Background: an optimization exercise with open tools, aiming at small area. Do not read the settings as production practice.
In this exercise RTL edits were held to simulation tests only and were not proved equivalent to the original.

==> run D: inputs <==
==> flow/design.v <==
module updown ( din, ncs, nrd, nwr, a0, a1, clk, start, reset, cout, err, dir, ec, dout, dout_en ) ;
input wire [7:0]din ;
input wire ncs ;
input wire nrd ;
input wire nwr ;
input wire a0 ;
input wire a1 ;
input wire clk ;
input wire start ;
input wire reset ;
output reg [7:0]cout ;
output reg dir ;
output reg err ;
output reg ec ;
output wire [7:0]dout ;
output wire dout_en ;
reg [7:0]PLR ;
reg [7:0]ULR ;
reg [7:0]LLR ;
reg [7:0]CCR ;
reg [7:0]cycle_count ;
reg posedge_start ;
reg stop_downcount ;
reg stop_upcount;
reg start_upcount ;
reg stop_load_plr ;
function [8:0] sub9;
  input [7:0] a;
  input [7:0] b;
  integer i;
  reg br;
  begin
    br = 1'b0;
    for (i = 0; i < 8; i = i + 1) begin
      sub9[i] = a[i] ^ b[i] ^ br;
      br = (~a[i] & b[i]) | (~(a[i] ^ b[i]) & br);
    end
    sub9[8] = br;
  end
endfunction
function lt8;
  input [7:0] a;
  input [7:0] b;
  integer i;
  reg r;
  begin
    r = 1'b0;
    for (i = 0; i < 8; i = i + 1)
      r = (~a[i] & b[i]) | (~(a[i] ^ b[i]) & r);
    lt8 = r;
  end
endfunction
function [7:0] inc8;
  input [7:0] a;
  integer i;
  reg c;
  begin
    c = 1'b1;
    for (i = 0; i < 8; i = i + 1) begin
      inc8[i] = a[i] ^ c;
      c = a[i] & c;
    end
  end
endfunction
function [7:0] dec8;
  input [7:0] a;
  integer i;
  reg b;
  begin
    b = 1'b1;
    for (i = 0; i < 8; i = i + 1) begin
      dec8[i] = a[i] ^ b;
      b = ~a[i] & b;
    end
  end
endfunction
wire bothlow = ~nwr & ~nrd ;
wire wr      = ~nwr & ~ncs & nrd & ~posedge_start ;
assign dout_en = ~nrd & ~ncs & nwr ;
wire rd_p = dout_en & ~a1 & ~a0 ;
wire rd_u = dout_en & ~a1 &  a0 ;
wire rd_l = dout_en &  a1 & ~a0 ;
wire rd_c = dout_en &  a1 &  a0 ;
assign dout = ({8{rd_p}} & PLR) | ({8{rd_u}} & ULR) | ({8{rd_l}} & LLR) | ({8{rd_c}} & CCR) ;
wire [8:0] dpl = sub9(PLR, LLR) ;    
wire [8:0] dup = sub9(ULR, PLR) ;    
wire pl_hi0 = ~|dpl[7:1] ;
wire up_hi0 = ~|dup[7:1] ;
wire p_lt_l = dpl[8] ;
wire p_eq_l = pl_hi0 & ~dpl[0] ;
wire pl_one = pl_hi0 & dpl[0] ;           
wire pl_ge2 = ~dpl[8] & ~pl_hi0 ;         
wire p_gt_l = ~dpl[8] & ~p_eq_l ;
wire p_gt_u = dup[8] ;
wire p_eq_u = up_hi0 & ~dup[0] ;
wire up_one = up_hi0 & dup[0] ;           
wire up_ge2 = ~dup[8] & ~up_hi0 ;         
wire up_two = dup[7:0] == 8'd2 ;           
wire p_lt_u = ~dup[8] & ~p_eq_u ;
wire p_out  = p_lt_l | p_gt_u ;
wire l_hi = &LLR[7:1] ;
wire u_lo = ~|ULR[7:1] ;
wire p_hi = &PLR[7:1] ;
wire p_lo = ~|PLR[7:1] ;
wire p_ge_l2w = pl_ge2 | (l_hi & (~LLR[0] | |PLR)) ;    
wire p_le_u2w = up_ge2 | (u_lo & (ULR[0] | ~&PLR)) ;    
wire u_ge_p2w = up_ge2 | (p_hi & (~PLR[0] | |ULR)) ;    
wire l_le_p2w = pl_ge2 | (p_lo & (PLR[0] | ~&LLR)) ;    
wire c_lt_u = lt8(cout, ULR) ;
wire c_eq_u = cout == ULR ;
wire c_gt_l = lt8(LLR, cout) ;
wire c_eq_l = cout == LLR ;
wire [8:0] dpc = sub9(PLR, cout) ;    
wire pc_hi0 = ~|dpc[7:1] ;
wire c_eq_p = pc_hi0 & ~dpc[0] ;
wire c_eq_pm1 = pc_hi0 & dpc[0] ;        
wire c_eq_pp1 = &dpc[7:0] ;              
wire c_lt_p = ~dpc[8] & ~c_eq_p ;
wire nz = |cycle_count ;
wire ccr0 = ~|CCR ;
wire mA = p_ge_l2w & p_le_u2w ;          
wire mB = pl_one & up_one ;
wire nA = p_gt_l & p_lt_u & pl_ge2 & up_ge2 ;
wire nB = p_gt_l & p_lt_u & pl_one & up_one ;
always @ (posedge clk)
  if (reset)
    posedge_start <= 1'b0 ;
  else if (bothlow)
    posedge_start <= 1'b0 ;
  else if (start)
    posedge_start <= 1'b1 ;
  else if (~nz | p_out)
    posedge_start <= 1'b0 ;
always @ (posedge clk)
  if (reset) PLR <= 8'h0 ;
  else if (wr & ~a0 & ~a1) PLR <= din ;
always @ (posedge clk)
  if (reset) ULR <= 8'hff ;
  else if (wr & a0 & ~a1) ULR <= din ;
always @ (posedge clk)
  if (reset) LLR <= 8'h0 ;
  else if (wr & ~a0 & a1) LLR <= din ;
always @ (posedge clk)
  if (reset) CCR <= 8'h0 ;
  else if (wr & a0 & a1) CCR <= din ;
always @ (posedge clk)
  if (reset) err <= 1'b0 ;
  else if (start) err <= p_out ;
always @ (posedge clk)
  if (reset)
    ec <= 1'b0 ;
  else if (~ncs & bothlow & start)
    ec <= ec ;
  else if (posedge_start & p_out)
    ec <= 1'b0 ;
  else if (~nz & ~start & posedge_start & ~bothlow)
    ec <= 1'b1 ;
  else if (start & ~posedge_start)
    ec <= 1'b0 ;
wire g = posedge_start & nz ;
reg c_up, c_dn ;
always @(*) begin
  c_up = 1'b0 ; c_dn = 1'b0 ;
  if (p_eq_u & p_eq_l & g) ;
  else if (g & nA & c_lt_u & ~stop_upcount & ~start_upcount) c_up = 1'b1 ;
  else if (g & nA & c_gt_l & ~stop_downcount) c_dn = 1'b1 ;
  else if (g & nA & c_lt_p) c_up = 1'b1 ;
  else if (g & nB & c_lt_u & ~stop_upcount) c_up = 1'b1 ;
  else if (g & nB & c_gt_l & ~stop_downcount) c_dn = 1'b1 ;
  else if (g & nB & c_lt_p) c_up = 1'b1 ;
  else if (g & p_eq_l & p_lt_u & c_lt_u & ~stop_upcount & u_ge_p2w) c_up = 1'b1 ;
  else if (g & p_eq_l & p_lt_u & c_lt_u & up_one) c_up = 1'b1 ;
  else if (g & p_eq_l & p_lt_u & c_gt_l) c_dn = 1'b1 ;
  else if (g & p_eq_u & p_gt_l & c_gt_l & ~stop_downcount & l_le_p2w) c_dn = 1'b1 ;
  else if (g & p_eq_u & p_gt_l & c_gt_l & pl_one) c_dn = 1'b1 ;
  else if (g & p_eq_u & p_gt_l & c_lt_u) c_up = 1'b1 ;
end
function [7:0] step8;
  input [7:0] a;
  input dn;
  integer i;
  reg t;
  begin
    t = 1'b1;
    for (i = 0; i < 8; i = i + 1) begin
      step8[i] = a[i] ^ t;
      t = t & (a[i] ^ dn);
    end
  end
endfunction
wire [7:0] c_step = step8(cout, c_dn) ;
always @ (posedge clk)
  if (reset)
    cout <= 8'h0 ;
  else if (start & p_out)
    cout <= 8'd0 ;
  else if (start & ~stop_load_plr & ~bothlow)
    cout <= PLR ;
  else if (c_up | c_dn)
    cout <= c_step ;
always @ (posedge clk)
  if (reset)
    stop_load_plr <= 1'b0 ;
  else if (start)
    stop_load_plr <= 1'b1 ;
  else if (ec | (~nwr & ~posedge_start) | err)
    stop_load_plr <= 1'b0 ;
wire [7:0] n_dec = dec8(cycle_count) ;
always @ (posedge clk)
  if (reset)
    cycle_count <= 8'h0 ;
  else if (start & ~stop_load_plr)
    cycle_count <= CCR ;
  else if (p_eq_u & p_eq_l & nz & posedge_start)
    cycle_count <= n_dec ;
  else if (mA) begin
    if (c_eq_pm1 & nz & stop_downcount)
      cycle_count <= n_dec ;
  end
  else if (mB) begin
    if (c_eq_l & nz & stop_upcount)
      cycle_count <= n_dec ;
  end
  else if (p_eq_l & p_le_u2w & nz & stop_upcount & c_eq_pp1)
    cycle_count <= n_dec ;
  else if (p_eq_l & up_one & nz & c_eq_u)
    cycle_count <= n_dec ;
  else if (p_eq_u & p_ge_l2w & nz & stop_downcount & c_eq_pm1)
    cycle_count <= n_dec ;
  else if (p_eq_u & pl_one & nz & c_eq_l)
    cycle_count <= n_dec ;
always @ (posedge clk)
  if (reset | ccr0)
    dir <= 1'b0 ;
  else if (p_eq_u & p_eq_l & nz & posedge_start)
    dir <= dir ;
  else if (p_eq_l & up_one & c_lt_u & g)
    dir <= 1'b1 ;
  else if (p_eq_l & up_one & c_gt_l & posedge_start)
    dir <= 1'b0 ;
  else if (c_gt_l & p_eq_u & pl_one & g)
    dir <= 1'b0 ;
  else if (c_lt_u & p_eq_u & pl_one & posedge_start)
    dir <= 1'b1 ;
  else if (start & ~posedge_start & ~p_eq_u & ~p_out)
    dir <= 1'b1 ;
  else if (g & ~p_out & c_lt_u & ~stop_upcount & ~start_upcount)
    dir <= 1'b1 ;
  else if (g & ~p_out & c_gt_l & ~stop_downcount)
    dir <= 1'b0 ;
  else if (g & ~p_out & c_lt_p)
    dir <= 1'b1 ;
always @ (posedge clk)
  if (reset)
    start_upcount <= 1'b0 ;
  else if (mA) begin
    if (c_eq_l & posedge_start)
      start_upcount <= 1'b1 ;
    else if (c_eq_pm1 & posedge_start)
      start_upcount <= 1'b0 ;
  end
  else if (mB) begin
    if (c_eq_p & posedge_start)
      start_upcount <= 1'b0 ;
    else if (c_eq_l & posedge_start)
      start_upcount <= 1'b1 ;
  end
always @ (posedge clk)
  if (reset)
    stop_upcount <= 1'b0 ;
  else if (p_eq_l & p_lt_u & c_eq_pp1 & up_two)
    stop_upcount <= 1'b0 ;
  else if (c_eq_u & posedge_start)
    stop_upcount <= 1'b1 ;
  else if (c_eq_l & posedge_start)
    stop_upcount <= 1'b0 ;
  else if (ec)
    stop_upcount <= 1'b0 ;
always @ (posedge clk)
  if (reset)
    stop_downcount <= 1'b0 ;
  else if (p_eq_l & p_lt_u)
    stop_downcount <= 1'b0 ;
  else if (p_eq_u & p_gt_l & posedge_start & c_eq_pm1 & ~stop_upcount)
    stop_downcount <= 1'b0 ;
  else if (c_eq_l & posedge_start)
    stop_downcount <= 1'b1 ;
  else if (posedge_start & c_eq_p)
    stop_downcount <= 1'b0 ;
  else if (ec)
    stop_downcount <= 1'b0 ;
endmodule
==> flow/flow/run.sh <==
#!/bin/bash
# Own layout flow: the standard ORFS flow (standard.sh), changed only in
#  - synthesis: the adder step keeps full adders only (no half adders), and the one ABC
#    mapping call runs an area script (deepsyn, then area mapping) with four seeds,
#    keeping the smallest result; registers and all other synthesis steps are untouched;
#  - port buffers: buf_1 cells.
# Each tool's full output goes to a log file in this folder (make_*.log) and under orfs/logs.
set -euo pipefail
W=$(pwd)
F=$W/flow
for s in 1 2 3 4; do
  sed "s/@SEED@/$s/" $F/abc_area.script > $W/abc_area_s$s.script
done
cat > $W/area_synth.tcl <<EOT
proc extract_fa {args} { yosys extract_fa -fa }
proc abc {args} {
  set lib [lindex \$args [expr {[lsearch -exact \$args -liberty] + 1}]]
  set i [lsearch -exact \$args -script]
  yosys design -save flow_pre_abc
  set best ""
  foreach s {1 2 3 4} {
    yosys design -load flow_pre_abc
    yosys abc {*}[lreplace \$args [expr {\$i + 1}] [expr {\$i + 1}] $W/abc_area_s\$s.script]
    set st [tee -q -s result.string stat -liberty \$lib]
    regexp {Chip area for module [^:]*: ([0-9.]+)} \$st -> area
    puts "area abc seed \$s: \$area"
    if {\$best eq "" || \$area < \$best} {
      set best \$area
      yosys design -save flow_best_abc
    }
  }
  yosys design -load flow_best_abc
  puts "area abc best: \$best"
}
source $W/synth_recipe.tcl
EOT
bash $W/standard.sh SYNTH_SCRIPT=$W/area_synth.tcl \
  "BUFFER_PORTS_ARGS=-buffer_cell sky130_fd_sc_hd__buf_1" ${FLOW_TARGET:-finish} > $W/make_finish.log 2>&1
==> flow/flow/abc_area.script <==
&get -n
&st
&deepsyn -T 45 -S @SEED@
&put
dch -f
map -a -B 0
topo
==> flow/standard.sh <==
#!/bin/bash
# synth_recipe.tcl (not shown) runs the flow's synth.tcl, then flattens the netlist and writes it again
# the make line also repeats each setting of config.mk as NAME=value (left out here)
make -C /OpenROAD-flow-scripts/flow DESIGN_CONFIG=/design/flow/config.mk WORK_HOME=/design/flow/orfs CLKGATE_MAP_FILE= SYNTH_SCRIPT=/design/flow/synth_recipe.tcl "${@:-finish}"
==> flow/config.mk <==
export PLATFORM = sky130hd
export DESIGN_NAME = updown
export DESIGN_NICKNAME = updown
export VERILOG_FILES = /design/flow/design.v
export SDC_FILE = /design/flow/constraint.sdc
export NUM_CORES = 4
export LEC_CHECK = 0
export CAP_MARGIN = 0
export CORE_MARGIN = 2
export CORE_UTILIZATION = 40
export CTS_BUF_LIST = sky130_fd_sc_hd__clkbuf_8
export SLEW_MARGIN = 0
==> flow/constraint.sdc <==
create_clock -name core_clock -period 8.0 [get_ports {clk}]
set_input_delay 1.6000 -clock core_clock [delete_from_list [all_inputs] [get_ports {clk}]]
set_output_delay 1.6000 -clock core_clock [all_outputs]
set_load 0.01 [all_outputs]
==> run C: changes against run D <==
==> flow/design.v, changed modules only <==
module updown ( din, ncs, nrd, nwr, a0, a1, clk, start, reset, cout, err, dir, ec, dout, dout_en ) ;
input wire [7:0]din ;
input wire ncs ;
input wire nrd ;
input wire nwr ;
input wire a0 ;
input wire a1 ;
input wire clk ;
input wire start ;
input wire reset ;
output reg [7:0]cout ;
output reg dir ;
output reg err ;
output reg ec ;
output wire [7:0]dout ;
output wire dout_en ;
reg [7:0]PLR ;
reg [7:0]ULR ;
reg [7:0]LLR ;
reg [7:0]CCR ;
reg [7:0]cycle_count ;
reg posedge_start ;
reg stop_downcount ;
reg stop_upcount;
reg start_upcount ;
reg stop_load_plr ;
function [8:0] sub9;
  input [7:0] a;
  input [7:0] b;
  integer i;
  reg br;
  begin
    br = 1'b0;
    for (i = 0; i < 8; i = i + 1) begin
      sub9[i] = a[i] ^ b[i] ^ br;
      br = (~a[i] & b[i]) | (~(a[i] ^ b[i]) & br);
    end
    sub9[8] = br;
  end
endfunction
function lt8;
  input [7:0] a;
  input [7:0] b;
  integer i;
  reg r;
  begin
    r = 1'b0;
    for (i = 0; i < 8; i = i + 1)
      r = (~a[i] & b[i]) | (~(a[i] ^ b[i]) & r);
    lt8 = r;
  end
endfunction
function [7:0] inc8;
  input [7:0] a;
  integer i;
  reg c;
  begin
    c = 1'b1;
    for (i = 0; i < 8; i = i + 1) begin
      inc8[i] = a[i] ^ c;
      c = a[i] & c;
    end
  end
endfunction
function [7:0] dec8;
  input [7:0] a;
  integer i;
  reg b;
  begin
    b = 1'b1;
    for (i = 0; i < 8; i = i + 1) begin
      dec8[i] = a[i] ^ b;
      b = ~a[i] & b;
    end
  end
endfunction
wire bothlow = ~nwr & ~nrd ;
wire wr      = ~nwr & ~ncs & nrd & ~posedge_start ;
assign dout_en = ~nrd & ~ncs & nwr ;
assign dout = ~dout_en ? 8'h0 :
              a1 ? (a0 ? CCR : LLR) : (a0 ? ULR : PLR) ;
wire [8:0] dpl = sub9(PLR, LLR) ;    
wire [8:0] dup = sub9(ULR, PLR) ;    
wire pl_hi0 = ~|dpl[7:1] ;
wire up_hi0 = ~|dup[7:1] ;
wire p_lt_l = dpl[8] ;
wire p_eq_l = pl_hi0 & ~dpl[0] ;
wire pl_one = pl_hi0 & dpl[0] ;           
wire pl_ge2 = ~dpl[8] & ~pl_hi0 ;         
wire p_gt_l = ~dpl[8] & ~p_eq_l ;
wire p_gt_u = dup[8] ;
wire p_eq_u = up_hi0 & ~dup[0] ;
wire up_one = up_hi0 & dup[0] ;           
wire up_ge2 = ~dup[8] & ~up_hi0 ;         
wire up_two = dup[7:0] == 8'd2 ;           
wire p_lt_u = ~dup[8] & ~p_eq_u ;
wire p_out  = p_lt_l | p_gt_u ;
wire l_hi = &LLR[7:1] ;
wire u_lo = ~|ULR[7:1] ;
wire p_hi = &PLR[7:1] ;
wire p_lo = ~|PLR[7:1] ;
wire p_ge_l2w = pl_ge2 | (l_hi & (~LLR[0] | |PLR)) ;    
wire p_le_u2w = up_ge2 | (u_lo & (ULR[0] | ~&PLR)) ;    
wire u_ge_p2w = up_ge2 | (p_hi & (~PLR[0] | |ULR)) ;    
wire l_le_p2w = pl_ge2 | (p_lo & (PLR[0] | ~&LLR)) ;    
wire [7:0] c_inc = inc8(cout) ;
wire [7:0] c_dec = dec8(cout) ;
wire c_lt_u = lt8(cout, ULR) ;
wire c_eq_u = cout == ULR ;
wire c_gt_l = lt8(LLR, cout) ;
wire c_eq_l = cout == LLR ;
wire c_lt_p = lt8(cout, PLR) ;
wire c_eq_p = cout == PLR ;
wire c_eq_pm1 = c_inc == PLR ;           
wire c_eq_pp1 = c_dec == PLR ;           
wire nz = |cycle_count ;
wire ccr0 = ~|CCR ;
wire mA = p_ge_l2w & p_le_u2w ;          
wire mB = pl_one & up_one ;
wire nA = p_gt_l & p_lt_u & pl_ge2 & up_ge2 ;
wire nB = p_gt_l & p_lt_u & pl_one & up_one ;
always @ (posedge clk)
  if (reset)
    posedge_start <= 1'b0 ;
  else if (bothlow)
    posedge_start <= 1'b0 ;
  else if (start)
    posedge_start <= 1'b1 ;
  else if (~nz | p_out)
    posedge_start <= 1'b0 ;
always @ (posedge clk)
  if (reset) PLR <= 8'h0 ;
  else if (wr & ~a0 & ~a1) PLR <= din ;
always @ (posedge clk)
  if (reset) ULR <= 8'hff ;
  else if (wr & a0 & ~a1) ULR <= din ;
always @ (posedge clk)
  if (reset) LLR <= 8'h0 ;
  else if (wr & ~a0 & a1) LLR <= din ;
always @ (posedge clk)
  if (reset) CCR <= 8'h0 ;
  else if (wr & a0 & a1) CCR <= din ;
always @ (posedge clk)
  if (reset) err <= 1'b0 ;
  else if (start) err <= p_out ;
always @ (posedge clk)
  if (reset)
    ec <= 1'b0 ;
  else if (~ncs & bothlow & start)
    ec <= ec ;
  else if (posedge_start & p_out)
    ec <= 1'b0 ;
  else if (~nz & ~start & posedge_start & ~bothlow)
    ec <= 1'b1 ;
  else if (start & ~posedge_start)
    ec <= 1'b0 ;
wire g = posedge_start & nz ;
always @ (posedge clk)
  if (reset)
    cout <= 8'h0 ;
  else if (start & p_out)
    cout <= 8'd0 ;
  else if (start & ~stop_load_plr & ~bothlow)
    cout <= PLR ;
  else if (p_eq_u & p_eq_l & g)
    cout <= cout ;
  else if (g & nA & c_lt_u & ~stop_upcount & ~start_upcount)
    cout <= c_inc ;
  else if (g & nA & c_gt_l & ~stop_downcount)
    cout <= c_dec ;
  else if (g & nA & c_lt_p)
    cout <= c_inc ;
  else if (g & nB & c_lt_u & ~stop_upcount)
    cout <= c_inc ;
  else if (g & nB & c_gt_l & ~stop_downcount)
    cout <= c_dec ;
  else if (g & nB & c_lt_p)
    cout <= c_inc ;
  else if (g & p_eq_l & p_lt_u & c_lt_u & ~stop_upcount & u_ge_p2w)
    cout <= c_inc ;
  else if (g & p_eq_l & p_lt_u & c_lt_u & up_one)
    cout <= c_inc ;
  else if (g & p_eq_l & p_lt_u & c_gt_l)
    cout <= c_dec ;
  else if (g & p_eq_u & p_gt_l & c_gt_l & ~stop_downcount & l_le_p2w)
    cout <= c_dec ;
  else if (g & p_eq_u & p_gt_l & c_gt_l & pl_one)
    cout <= c_dec ;
  else if (g & p_eq_u & p_gt_l & c_lt_u)
    cout <= c_inc ;
always @ (posedge clk)
  if (reset)
    stop_load_plr <= 1'b0 ;
  else if (start)
    stop_load_plr <= 1'b1 ;
  else if (ec | (~nwr & ~posedge_start) | err)
    stop_load_plr <= 1'b0 ;
wire [7:0] n_dec = dec8(cycle_count) ;
always @ (posedge clk)
  if (reset)
    cycle_count <= 8'h0 ;
  else if (start & ~stop_load_plr)
    cycle_count <= CCR ;
  else if (p_eq_u & p_eq_l & nz & posedge_start)
    cycle_count <= n_dec ;
  else if (mA) begin
    if (c_eq_pm1 & nz & stop_downcount)
      cycle_count <= n_dec ;
  end
  else if (mB) begin
    if (c_eq_l & nz & stop_upcount)
      cycle_count <= n_dec ;
  end
  else if (p_eq_l & p_le_u2w & nz & stop_upcount & c_eq_pp1)
    cycle_count <= n_dec ;
  else if (p_eq_l & up_one & nz & c_eq_u)
    cycle_count <= n_dec ;
  else if (p_eq_u & p_ge_l2w & nz & stop_downcount & c_eq_pm1)
    cycle_count <= n_dec ;
  else if (p_eq_u & pl_one & nz & c_eq_l)
    cycle_count <= n_dec ;
always @ (posedge clk)
  if (reset | ccr0)
    dir <= 1'b0 ;
  else if (p_eq_u & p_eq_l & nz & posedge_start)
    dir <= dir ;
  else if (p_eq_l & up_one & c_lt_u & g)
    dir <= 1'b1 ;
  else if (p_eq_l & up_one & c_gt_l & posedge_start)
    dir <= 1'b0 ;
  else if (c_gt_l & p_eq_u & pl_one & g)
    dir <= 1'b0 ;
  else if (c_lt_u & p_eq_u & pl_one & posedge_start)
    dir <= 1'b1 ;
  else if (start & ~posedge_start & ~p_eq_u & ~p_out)
    dir <= 1'b1 ;
  else if (g & ~p_out & c_lt_u & ~stop_upcount & ~start_upcount)
    dir <= 1'b1 ;
  else if (g & ~p_out & c_gt_l & ~stop_downcount)
    dir <= 1'b0 ;
  else if (g & ~p_out & c_lt_p)
    dir <= 1'b1 ;
always @ (posedge clk)
  if (reset)
    start_upcount <= 1'b0 ;
  else if (mA) begin
    if (c_eq_l & posedge_start)
      start_upcount <= 1'b1 ;
    else if (c_eq_pm1 & posedge_start)
      start_upcount <= 1'b0 ;
  end
  else if (mB) begin
    if (c_eq_p & posedge_start)
      start_upcount <= 1'b0 ;
    else if (c_eq_l & posedge_start)
      start_upcount <= 1'b1 ;
  end
always @ (posedge clk)
  if (reset)
    stop_upcount <= 1'b0 ;
  else if (p_eq_l & p_lt_u & c_eq_pp1 & up_two)
    stop_upcount <= 1'b0 ;
  else if (c_eq_u & posedge_start)
    stop_upcount <= 1'b1 ;
  else if (c_eq_l & posedge_start)
    stop_upcount <= 1'b0 ;
  else if (ec)
    stop_upcount <= 1'b0 ;
always @ (posedge clk)
  if (reset)
    stop_downcount <= 1'b0 ;
  else if (p_eq_l & p_lt_u)
    stop_downcount <= 1'b0 ;
  else if (p_eq_u & p_gt_l & posedge_start & c_eq_pm1 & ~stop_upcount)
    stop_downcount <= 1'b0 ;
  else if (c_eq_l & posedge_start)
    stop_downcount <= 1'b1 ;
  else if (posedge_start & c_eq_p)
    stop_downcount <= 1'b0 ;
  else if (ec)
    stop_downcount <= 1'b0 ;
endmodule
==> flow/run.sh (new file) <==
#!/bin/bash
# synth_recipe.tcl (not shown) runs the flow's synth.tcl, then flattens the netlist and writes it again
# the make line also repeats each setting of config.mk as NAME=value (left out here)
make -C /OpenROAD-flow-scripts/flow DESIGN_CONFIG=/design/flow/config.mk WORK_HOME=/design/flow/orfs CLKGATE_MAP_FILE= SYNTH_SCRIPT=/design/flow/synth_recipe.tcl finish
- CAP_MARGIN: 0 -> 20
- CTS_BUF_LIST: sky130_fd_sc_hd__clkbuf_8 -> default
- SLEW_MARGIN: 0 -> 20
removed: flow/flow/run.sh
removed: flow/flow/abc_area.script
removed: flow/standard.sh
==> impl_metrics.py <==
metrics = {
    "cells_and_area": {
        "inv_count": 102,
        "multi_input_area_share": 0.519,
        "seqAreaFraction": 0.289,
        "final-nonclk-buf-share": 0.0358,
        "utilization": 0.452,
        "nets": 551,
        "multi_input_gates": 313,
    },
    "worst_setup_path": {
        "rr_startpoint": "ULR[0]",
        "endpoint": "cout[7]",
    },
    "timing": {
        "fin_crit_sh": 0.894,
        "hold_slack_ns": 0.486,
        "finalCriticalPeriod_ns": 7.16,
    },
    "floorplanning": {
        "die_x_microns": 97.6,
        "dieHeight_microns": 97.6,
    },
    "status": {
        "status": "no timing/DRC/antenna violations",
    },
    "synthesis": {
        "synthMuxAreaShare": 0.00285,
        "synth_compound_area_frac": 0.262,
        "synthAdderAreaFrac": 0.120,
    },
    "placement": {
        "hpwl_mm": 9.18,
    },
}
# the run above: run D

==> impl_metrics.py <==
metrics = {
    "cells_and_area": {
        "utilization": 0.466,
        "nets": 634,
        "multi_input_gates": 407,
        "seqAreaFraction": 0.210,
    },
    "placement": {
        "hpwl_mm": 11.1,
    },
    "timing": {
        "finalCriticalPeriod_ns": 5.99,
        "hold_slack_ns": 0.510,
    },
    "synthesis": {
        "synth_compound_area_frac": 0.164,
        "synthAdderAreaFrac": 0.175,
        "synthMuxAreaShare": 0.113,
    },
    "status": {
        "status": "no timing/DRC/antenna violations",
    },
    "worst_setup_path": {
        "endpoint": "cout[4]",
    },
    "floorplanning": {
        "dieHeight_microns": 113,
    },
}
# the run above: run C

## separate check: timing with driven ports
The flow's constraints put no driver on any port. The routed layouts listed below were extracted and timed again, unchanged, in two steps.
Step 1: set_driving_cell puts a clkbuf_16 on clk and a buf_2 on each other input, an assumption about the parent block.
Step 2 moves the port delays by t, midway between the first and last clock arrival at a register: inputs arrive t later, outputs are due t later. That takes back most of the time a late clock gives input paths.
Three values: ideal ports, drivers, drivers and shift; two values: the first two.
| run | t (ns) | setup slack, ns | worst hold slack (ns) | worst register clock-pin slew, ns |
|---|---|---|---|---|
| run D | 0.350 | 0.844 / 0.844 / 0.844 | 0.486 / 0.486 / 0.486 | 0.12 / 0.12 |
| run C | 0.341 | 2.008 / 2.008 / 2.008 | 0.510 / 0.510 / 0.510 | 0.08 / 0.08 |
After both steps setup and hold are still met in every run listed.
